Background: an optimization exercise with open tools, aiming at small area, a short achievable clock period and few clock cycles per item. Do not read the settings as production practice.

==> module aes_controller, before the edit <==
module aes_controller(
    input        idle,
    input        done,
    input        start,
    input  [7:0] rc,
    output       idle_next,
    output       done_next,
    output [7:0] rc_next
);
    assign idle_next = idle ? ~start : done;
    assign done_next = ~idle & (rc == 8'h1b);
    assign rc_next   = idle ? 8'h01 : {rc[6:0], 1'b0} ^ (rc[7] ? 8'h1b : 8'h00);
endmodule
==> module aes_top, before the edit <==
module aes_top (
    input          clk,
    input          rst_n,
    input          start,
    input  [127:0] plaintext,
    input  [127:0] cipher_key,
    output [127:0] ciphertext,
    output         done
);
    reg          idle;      
    reg          done_q;    
    reg  [7:0]   rc;        
    reg  [127:0] r_q;       
    reg  [127:0] kn_q;      
    reg  [31:0]  s_q;       
    wire         idle_next, done_next;
    wire [7:0]   rc_next;
    wire [127:0] k_next, kp_n, x, sb;
    wire [31:0]  s_d;
    aes_controller u_ctrl (.idle(idle), .done(done_q), .start(start), .rc(rc),
                           .idle_next(idle_next), .done_next(done_next),
                           .rc_next(rc_next));
    assign done = done_q;
    key_expansion u_kx (.k_n(kn_q), .s(s_q), .rc(rc), .k_next(k_next));
    mux128_n      u_km (.s(idle), .a(k_next), .b(cipher_key), .y_n(kp_n));
    key_sbox      u_ks (.w_n(kp_n[31:0]), .s(s_d));
    aes_datapath  u_dp (.idle(idle), .r(r_q), .plaintext(plaintext), .kp_n(kp_n), .x(x));
    subbytes      u_sb (.in_state(x), .out_state(sb));
    shiftrows_addkey u_ct (.r(r_q), .k(k_next), .y(ciphertext));
    always @(posedge clk) begin
        r_q  <= sb;
        kn_q <= kp_n;
        s_q  <= s_d;
        rc   <= rc_next;
    end
    always @(posedge clk or negedge rst_n) begin
        if (!rst_n) begin
            idle   <= 1'b1;
            done_q <= 1'b0;
        end else begin
            idle   <= idle_next;
            done_q <= done_next;
        end
    end
endmodule
export LEC_CHECK = 0
export ABC_AREA = 0
export CAP_MARGIN = 20
export CORE_MARGIN = 2
export CORE_UTILIZATION = 40
export SLEW_MARGIN = 20
export SYNTH_HIERARCHICAL = 1
export SYNTH_MINIMUM_KEEP_SIZE = 0
create_clock -name core_clock -period 7.0 [get_ports {clk}]
run.sh (not shown) runs the stock make flow with config.mk's settings and CLKGATE_MAP_FILE= SYNTH_SCRIPT=/design/flow/synth_recipe.tcl, a recipe that flattens the netlist after the stock synthesis.
Then changed:
--- a/flow/design.v
+++ b/flow/design.v
@@ -1599,17 +1599,33 @@
     aes_sbox_n u3 (.a(w_n[31:24]), .y(s[7:0]));
 endmodule
 module aes_controller(
-    input        idle,
-    input        done,
-    input        start,
-    input  [7:0] rc,
-    output       idle_next,
-    output       done_next,
-    output [7:0] rc_next
+    input      [3:0] cnt,
+    input            idle,
+    input            done,
+    input            start,
+    output     [3:0] cnt_next,
+    output           idle_next,
+    output           done_next,
+    output reg [7:0] rc
 );
-    assign idle_next = idle ? ~start : done;
-    assign done_next = ~idle & (rc == 8'h1b);
-    assign rc_next   = idle ? 8'h01 : {rc[6:0], 1'b0} ^ (rc[7] ? 8'h1b : 8'h00);
+    assign cnt_next  = idle ? {3'b000, start} : (done ? 4'd0 : cnt + 4'd1);
+    assign idle_next = (cnt_next == 4'd0);
+    assign done_next = (cnt_next == 4'd10);
+    always @(*) begin
+        case (cnt)
+            4'd1:    rc = 8'h01;
+            4'd2:    rc = 8'h02;
+            4'd3:    rc = 8'h04;
+            4'd4:    rc = 8'h08;
+            4'd5:    rc = 8'h10;
+            4'd6:    rc = 8'h20;
+            4'd7:    rc = 8'h40;
+            4'd8:    rc = 8'h80;
+            4'd9:    rc = 8'h1b;
+            4'd10:   rc = 8'h36;
+            default: rc = 8'h00;
+        endcase
+    end
 endmodule
 module aes_top (
     input          clk,
@@ -1620,19 +1636,20 @@
     output [127:0] ciphertext,
     output         done
 );
+    reg  [3:0]   cnt;
     reg          idle;      
     reg          done_q;    
-    reg  [7:0]   rc;        
     reg  [127:0] r_q;       
     reg  [127:0] kn_q;      
     reg  [31:0]  s_q;       
+    wire [3:0]   cnt_next;
     wire         idle_next, done_next;
-    wire [7:0]   rc_next;
+    wire [7:0]   rc;
     wire [127:0] k_next, kp_n, x, sb;
     wire [31:0]  s_d;
-    aes_controller u_ctrl (.idle(idle), .done(done_q), .start(start), .rc(rc),
-                           .idle_next(idle_next), .done_next(done_next),
-                           .rc_next(rc_next));
+    aes_controller u_ctrl (.cnt(cnt), .idle(idle), .done(done_q), .start(start),
+                           .cnt_next(cnt_next), .idle_next(idle_next),
+                           .done_next(done_next), .rc(rc));
     assign done = done_q;
     key_expansion u_kx (.k_n(kn_q), .s(s_q), .rc(rc), .k_next(k_next));
     mux128_n      u_km (.s(idle), .a(k_next), .b(cipher_key), .y_n(kp_n));
@@ -1644,13 +1661,14 @@
         r_q  <= sb;
         kn_q <= kp_n;
         s_q  <= s_d;
-        rc   <= rc_next;
     end
     always @(posedge clk or negedge rst_n) begin
         if (!rst_n) begin
+            cnt    <= 4'd0;
             idle   <= 1'b1;
             done_q <= 1'b0;
         end else begin
+            cnt    <= cnt_next;
             idle   <= idle_next;
             done_q <= done_next;
         end
Result:
- register-to-register slack hardly moves
- cell area came out higher by about 1.9%
- area after synthesis is about the same
- wire length came out higher by about 2.3%
- synthesized cell count barely changes
- worst hold slack improves by 0.11 ns
- count of clock-buffer cells in the layout came out lower by 5
- setup slack improves by 0.010 ns
- clock skew came out higher by 0.014 ns
- via count came out higher by about 1.3%
- utilization came out higher by 0.88 points
- sequential cell count came out lower by 4
- final cell count came out higher by about 0.3%
No run of this note included a check of the RTL's function; only the layout flow was run.

## port drivers added, routing unchanged
No port has a modelled driver above. Below, the same layouts with a new extraction and two added sets of constraints. Step 1, drivers: a clkbuf_16 drives clk and a buf_2 each remaining input, both assumed. Step 2 adds t to the input delays and takes it off the output delays; t is the mean of the earliest and latest rising clock arrival at the registers after step 1. Input paths then give back, and output paths get back, about the clock's delay inside the block. Slacks: ideal / step 1 / step 2; pairs: ideal / step 1.
| run | shift t [ns] | setup WS [ns] | latest minus earliest clock arrival (ns) |
|---|---|---|---|
| the first run | 0.627 | 0.412 / 0.412 / 0.108 | 0.023 / 0.023 |
| the second run | 0.660 | 0.422 / 0.422 / 0.082 | 0.037 / 0.038 |
After both steps setup and hold are still met in every run listed. For the second run, which loses most, drivers alone change the setup slack by 0.000 ns; drivers and shift together by -0.340 ns.
